This design comes from an exercise in tuning for small area, a short achievable clock period and few clock cycles on the open sky130 flow, not from production work.
Where RTL was checked, it was by simulation tests only, not by an equivalence proof against the original.
No activity file was given, so power comes from the tool's default toggle rates.

run 1:
==> flow/design.v <==
module huffman(clk, reset, sram_a, sram_d, sram_wen, sram_q, finish);
input            clk;
input            reset;
output     [9:0] sram_a;
output     [7:0] sram_d;
output reg       sram_wen;
input      [7:0] sram_q;
output reg       finish;
localparam RD = 2'd0, LF = 2'd1, MG = 2'd2, WR = 2'd3;
reg [7:0] a;           
reg [6:0] X;           
reg [1:0] ph;
reg [2:0] k;           
reg       hm;          
reg       v;           
reg [6:0] cnt [0:5];
reg [4:0] R   [0:5];
reg [5:0] Q   [0:5];
assign sram_a = {2'b00, a};
assign sram_d = {1'b0, X};
integer s, j;
function lt7(input [6:0] x, input [6:0] y);
    reg [6:0] l, g;
    reg l10, g10, l32, g32, l54, g54, l30, g30, l64, g64;
    begin
        l = ~x & y;
        g = x & ~y;
        l10 = l[1] | (~g[1] & l[0]);  g10 = g[1] | (~l[1] & g[0]);
        l32 = l[3] | (~g[3] & l[2]);  g32 = g[3] | (~l[3] & g[2]);
        l54 = l[5] | (~g[5] & l[4]);  g54 = g[5] | (~l[5] & g[4]);
        l30 = l32 | (~g32 & l10);     g30 = g32 | (~l32 & g10);
        l64 = l[6] | (~g[6] & l54);   g64 = g[6] | (~l[6] & g54);
        lt7 = l64 | (~g64 & l30);
    end
endfunction
reg [6:0] n_cnt [0:5];
reg [5:0] lt;
reg [4:0] tl, tm;
reg [6:0] selA, selB, selL;
reg [5:0] selQ, W;
reg [4:0] Mo, Ho;
reg [6:0] nX;
wire      S2 = ph == MG && hm;
always @(*) begin
    for (s = 0; s < 6; s = s + 1) begin
        n_cnt[s] = cnt[s] + {6'd0, v && ph == RD && sram_q[2:0] == s + 1};
        lt[s] = lt7(cnt[s], X);
    end
    for (j = 0; j < 5; j = j + 1) begin
        tl[j] = 1'b0;
        tm[j] = 1'b0;
        for (s = 0; s < 6; s = s + 1) begin
            if (lt[s] && s < k && (j == 0 || R[s][j - 1])) tl[j] = 1'b1;
            if (lt[s] && j < 4 && R[s][j + 1]) tm[j] = 1'b1;
        end
    end
    selA = 7'd0; selB = 7'd0; selL = 7'd0; selQ = 6'd0;
    for (s = 0; s < 6; s = s + 1) begin
        if (!R[s][0]) selB = selB | cnt[s];
        if (R[s][0] && !R[s][1]) selA = selA | cnt[s];
        if (k == (s + 5) % 6) selL = selL | cnt[s];
        if (k == s) selQ = selQ | Q[s];
    end
    W = ph == MG ? {Q[0][4:0], !R[0][0]} : selQ;
    for (j = 0; j < 5; j = j + 1) begin
        Mo[j] = |(W >> (j + 1));
        Ho[j] = 1'b0;
        for (s = j + 1; s < 6; s = s + 1)
            if (W[s] && !(|(W >> (s + 1))) && W[s - 1 - j]) Ho[j] = 1'b1;
    end
    case (ph)
    RD: nX = n_cnt[1];
    LF: nX = selL;
    MG: nX = hm ? {2'd0, Ho} : selA + selB;
    default: nX = {2'd0, hm ? Mo : Ho};
    endcase
end
always @(posedge clk) begin
    X <= nX;
    sram_wen <= reset || (ph == RD && a != 8'd100) || (ph == MG && !(hm && k == 3'd4));
    finish <= !reset && ph == WR && a == 8'd145;
    for (s = 0; s < 6; s = s + 1) begin
        if (reset) cnt[s] <= 7'd0;
        else if (S2 && !R[s][1]) cnt[s] <= X;
        else cnt[s] <= n_cnt[s];
        if (reset) Q[s] <= 6'd1;
        else if (S2 && !R[s][1]) Q[s] <= {Q[s][4:0], !R[s][0]};
        if (ph == MG) begin
            if (!hm) R[s] <= R[s];
            else if (!R[s][1]) R[s] <= tm;
            else R[s] <= lt[s] ? {2'b00, R[s][4:2]} : {1'b0, R[s][4:1]};
        end else begin
            if (s < k) R[s] <= lt[s] ? R[s] : {R[s][3:0], 1'b1};
            else R[s] <= tl;
        end
    end
    if (reset) begin
        a <= 8'd0;
        ph <= RD;
        v <= 1'b0;
        k <= 3'd0;
    end else begin
        case (ph)
        RD: begin
            v <= 1'b1;
            if (a == 8'd100) begin
                ph <= LF;
                k <= 3'd1;
                a <= 8'd129;
            end else begin
                a <= a + 8'd1;
            end
        end
        LF: begin
            if (k == 3'd5) begin
                ph <= MG;
                k <= 3'd0;
                hm <= 1'b0;
                a <= 8'd128;
            end else begin
                k <= k + 3'd1;
                a <= a + 8'd1;
            end
        end
        MG: begin
            a <= 8'd134;
            if (!hm) begin
                hm <= 1'b1;
            end else if (k == 3'd4) begin
                ph <= WR;
                k <= 3'd1;
                hm <= 1'b0;
            end else begin
                k <= k + 3'd1;
                hm <= (k == 3'd3);
            end
        end
        WR: begin
            a <= a + 8'd1;
            if (k == 3'd5) begin
                k <= 3'd0;
                hm <= 1'b1;
            end else begin
                k <= k + 3'd1;
            end
        end
        endcase
    end
end
endmodule
clock: 7.0 ns
lec_check: 0
cap_margin: 20
core_margin: 2
core_utilization: 30
setup_slack_margin: 4.0
slew_margin: 20
standard.sh (not shown) runs the stock make flow with config.mk's settings and CLKGATE_MAP_FILE= SYNTH_SCRIPT=/design/flow/synth_recipe.tcl, a recipe that flattens the netlist after the stock synthesis.
==> flow/flow/run.sh <==
#!/bin/bash
# Own layout flow: the standard synthesis, then the combinational logic
# re-mapped by ABC with its default (area-recovering) script, keeping every
# register instance of the standard synthesis as it is; then the standard
# layout from floorplan to finish on the re-mapped netlist.
set -euo pipefail
W=$(pwd)
YOSYS=${FLOW_HOME}/../tools/install/yosys/bin/yosys
R=$W/orfs/results/${FLOW_PLATFORM}/huffman/base

bash standard.sh synth > $W/flow_synth.log 2>&1
cp $R/1_2_yosys.v $W/std_synth.v
cd $W
$YOSYS -s $W/flow/remap.ys > $W/flow_remap.log 2>&1
cp $W/remapped.v $R/1_2_yosys.v
rm -f $R/1_synth.odb
bash standard.sh finish > $W/flow_finish.log 2>&1
==> flow/flow/remap.ys <==
read_liberty -ignore_miss_func /OpenROAD-flow-scripts/flow/platforms/sky130hd/lib/sky130_fd_sc_hd__tt_025C_1v80.lib
read_verilog std_synth.v
hierarchy -top huffman
setattr -mod -set keep_hierarchy 1 sky130_fd_sc_hd__df* sky130_fd_sc_hd__edf* sky130_fd_sc_hd__conb_1
flatten
opt_clean
abc -liberty /OpenROAD-flow-scripts/flow/platforms/sky130hd/lib/sky130_fd_sc_hd__tt_025C_1v80.lib -dont_use *lpflow* -dont_use *probe*
opt_clean -purge
setundef -zero
hilomap -singleton -hicell sky130_fd_sc_hd__conb_1 HI -locell sky130_fd_sc_hd__conb_1 LO
splitnets
insbuf -buf sky130_fd_sc_hd__buf_4 A X
opt_clean -purge
select huffman
stat -liberty /OpenROAD-flow-scripts/flow/platforms/sky130hd/lib/sky130_fd_sc_hd__tt_025C_1v80.lib
write_verilog -noattr -selected remapped.v
Run 1: all stages complete, timing, DRC and antenna checks passed
### run 1 -> run 2
--- a/flow/design.v
+++ b/flow/design.v
@@ -15,9 +15,24 @@
 reg       v;           
 reg [6:0] cnt [0:5];
-reg [4:0] R   [0:5];
+reg [2:0] rk  [0:5];
 reg [5:0] Q   [0:5];
 assign sram_a = {2'b00, a};
 assign sram_d = {1'b0, X};
 integer s, j;
+function ge3(input [2:0] x, input integer c);
+    begin
+        case (c)
+        0: ge3 = 1'b1;
+        1: ge3 = |x;
+        2: ge3 = x[2] | x[1];
+        3: ge3 = x[2] | (x[1] & x[0]);
+        4: ge3 = x[2];
+        5: ge3 = x[2] & (x[1] | x[0]);
+        6: ge3 = x[2] & x[1];
+        7: ge3 = &x;
+        default: ge3 = 1'b0;
+        endcase
+    end
+endfunction
 function lt7(input [6:0] x, input [6:0] y);
     reg [6:0] l, g;
@@ -36,5 +51,6 @@
 reg [6:0] n_cnt [0:5];
 reg [5:0] lt;
-reg [4:0] tl, tm;
+reg [5:0] tl, tm;
+reg [2:0] Kl, Km;
 reg [6:0] selA, selB, selL;
 reg [5:0] selQ, W;
@@ -47,20 +63,22 @@
         lt[s] = lt7(cnt[s], X);
     end
-    for (j = 0; j < 5; j = j + 1) begin
+    for (j = 0; j < 6; j = j + 1) begin
         tl[j] = 1'b0;
         tm[j] = 1'b0;
         for (s = 0; s < 6; s = s + 1) begin
-            if (lt[s] && s < k && (j == 0 || R[s][j - 1])) tl[j] = 1'b1;
-            if (lt[s] && j < 4 && R[s][j + 1]) tm[j] = 1'b1;
+            if (lt[s] && ge3(k, s + 1) && ge3(rk[s], j)) tl[j] = 1'b1;
+            if (lt[s] && ge3(rk[s], j + 2)) tm[j] = 1'b1;
         end
     end
+    Kl = {tl[3], tl[1] & ~tl[3], (tl[0] & ~tl[1]) | (tl[2] & ~tl[3]) | tl[4]};
+    Km = {tm[3], tm[1] & ~tm[3], (tm[0] & ~tm[1]) | (tm[2] & ~tm[3])};
     selA = 7'd0; selB = 7'd0; selL = 7'd0; selQ = 6'd0;
     for (s = 0; s < 6; s = s + 1) begin
-        if (!R[s][0]) selB = selB | cnt[s];
-        if (R[s][0] && !R[s][1]) selA = selA | cnt[s];
+        if (rk[s] == 3'd0) selB = selB | cnt[s];
+        if (rk[s] == 3'd1) selA = selA | cnt[s];
         if (k == (s + 5) % 6) selL = selL | cnt[s];
         if (k == s) selQ = selQ | Q[s];
     end
-    W = ph == MG ? {Q[0][4:0], !R[0][0]} : selQ;
+    W = ph == MG ? {Q[0][4:0], rk[0] == 3'd0} : selQ;
     for (j = 0; j < 5; j = j + 1) begin
         Mo[j] = |(W >> (j + 1));
@@ -82,15 +100,15 @@
     for (s = 0; s < 6; s = s + 1) begin
         if (reset) cnt[s] <= 7'd0;
-        else if (S2 && !R[s][1]) cnt[s] <= X;
+        else if (S2 && rk[s][2:1] == 2'd0) cnt[s] <= X;
         else cnt[s] <= n_cnt[s];
         if (reset) Q[s] <= 6'd1;
-        else if (S2 && !R[s][1]) Q[s] <= {Q[s][4:0], !R[s][0]};
+        else if (S2 && rk[s][2:1] == 2'd0) Q[s] <= {Q[s][4:0], rk[s] == 3'd0};
         if (ph == MG) begin
-            if (!hm) R[s] <= R[s];
-            else if (!R[s][1]) R[s] <= tm;
-            else R[s] <= lt[s] ? {2'b00, R[s][4:2]} : {1'b0, R[s][4:1]};
+            if (!hm) rk[s] <= rk[s];
+            else if (rk[s][2:1] == 2'd0) rk[s] <= Km;
+            else rk[s] <= rk[s] - (lt[s] ? 3'd2 : 3'd1);
         end else begin
-            if (s < k) R[s] <= lt[s] ? R[s] : {R[s][3:0], 1'b1};
-            else R[s] <= tl;
+            if (ge3(k, s + 1)) rk[s] <= rk[s] + {2'd0, !lt[s]};
+            else rk[s] <= Kl;
         end
     end
==> comparison <==
For run 1 and run 2, there was not a single run that failed to finish clean. The fraction of the cycle the final worst path needs reported for run 2 is greater than that of run 1 by 0.27 points. Run 2: logic gate share of total power higher than run 1. In the metrics for run 1 and run 2, the one carrying the higher non-clock buffer count is run 2. Run 2 reports its highest-delay cell along the critical path as edfxtp_1 while run 1 reports nor2_1. Compared with run 1, in run 2 power drawn by the combinational cells climbed 210%; clock skew barely changed; sequential cell area share dropped 4.4 points; post-route worst hold slack dropped 0.0078 ns. Net switching power ends up higher on run 2. Gate count of the mapped netlist for run 2 is lower than for run 1.
Testbench counts of run 2, summed over its fixed seeds: cycles 8,192.
The RTL of run 1 was laid out without a check of its function.

## re-timing with driven ports
How much do the figures lean on ideal ports? The routed layouts below were timed once more, with nothing changed but the port constraints. Step 1 sets driving cells, clkbuf_16 on the clock port and buf_2 on the other inputs (assumed; they add their load-dependent delay and slew). Step 2 adds t to the input delays and takes it off the output delays; t is the mean of the earliest and latest rising clock arrival at the registers after step 1. Input paths then give back, and output paths get back, about the clock's delay inside the block. a / b / c = no drivers / after step 1 / after step 2; a / b = the first two.
run | shift t [ns] | slack for setup (ns) | worst hold slack (ns) | worst setup path after step 2 | latest minus earliest clock arrival (ns)
run 1 | 0.473 | 4.020 / 4.018 / 3.718 | 0.467 / 0.467 / 0.467 | input to register | 0.012 / 0.012
run 2 | 0.475 | 4.001 / 4.001 / 3.686 | 0.459 / 0.459 / 0.459 | input to register | 0.011 / 0.011
After both steps every run listed still meets setup and hold. The setup slack of run 2, which loses most, moves by 0.000 ns with the drivers and by -0.315 ns with both steps.
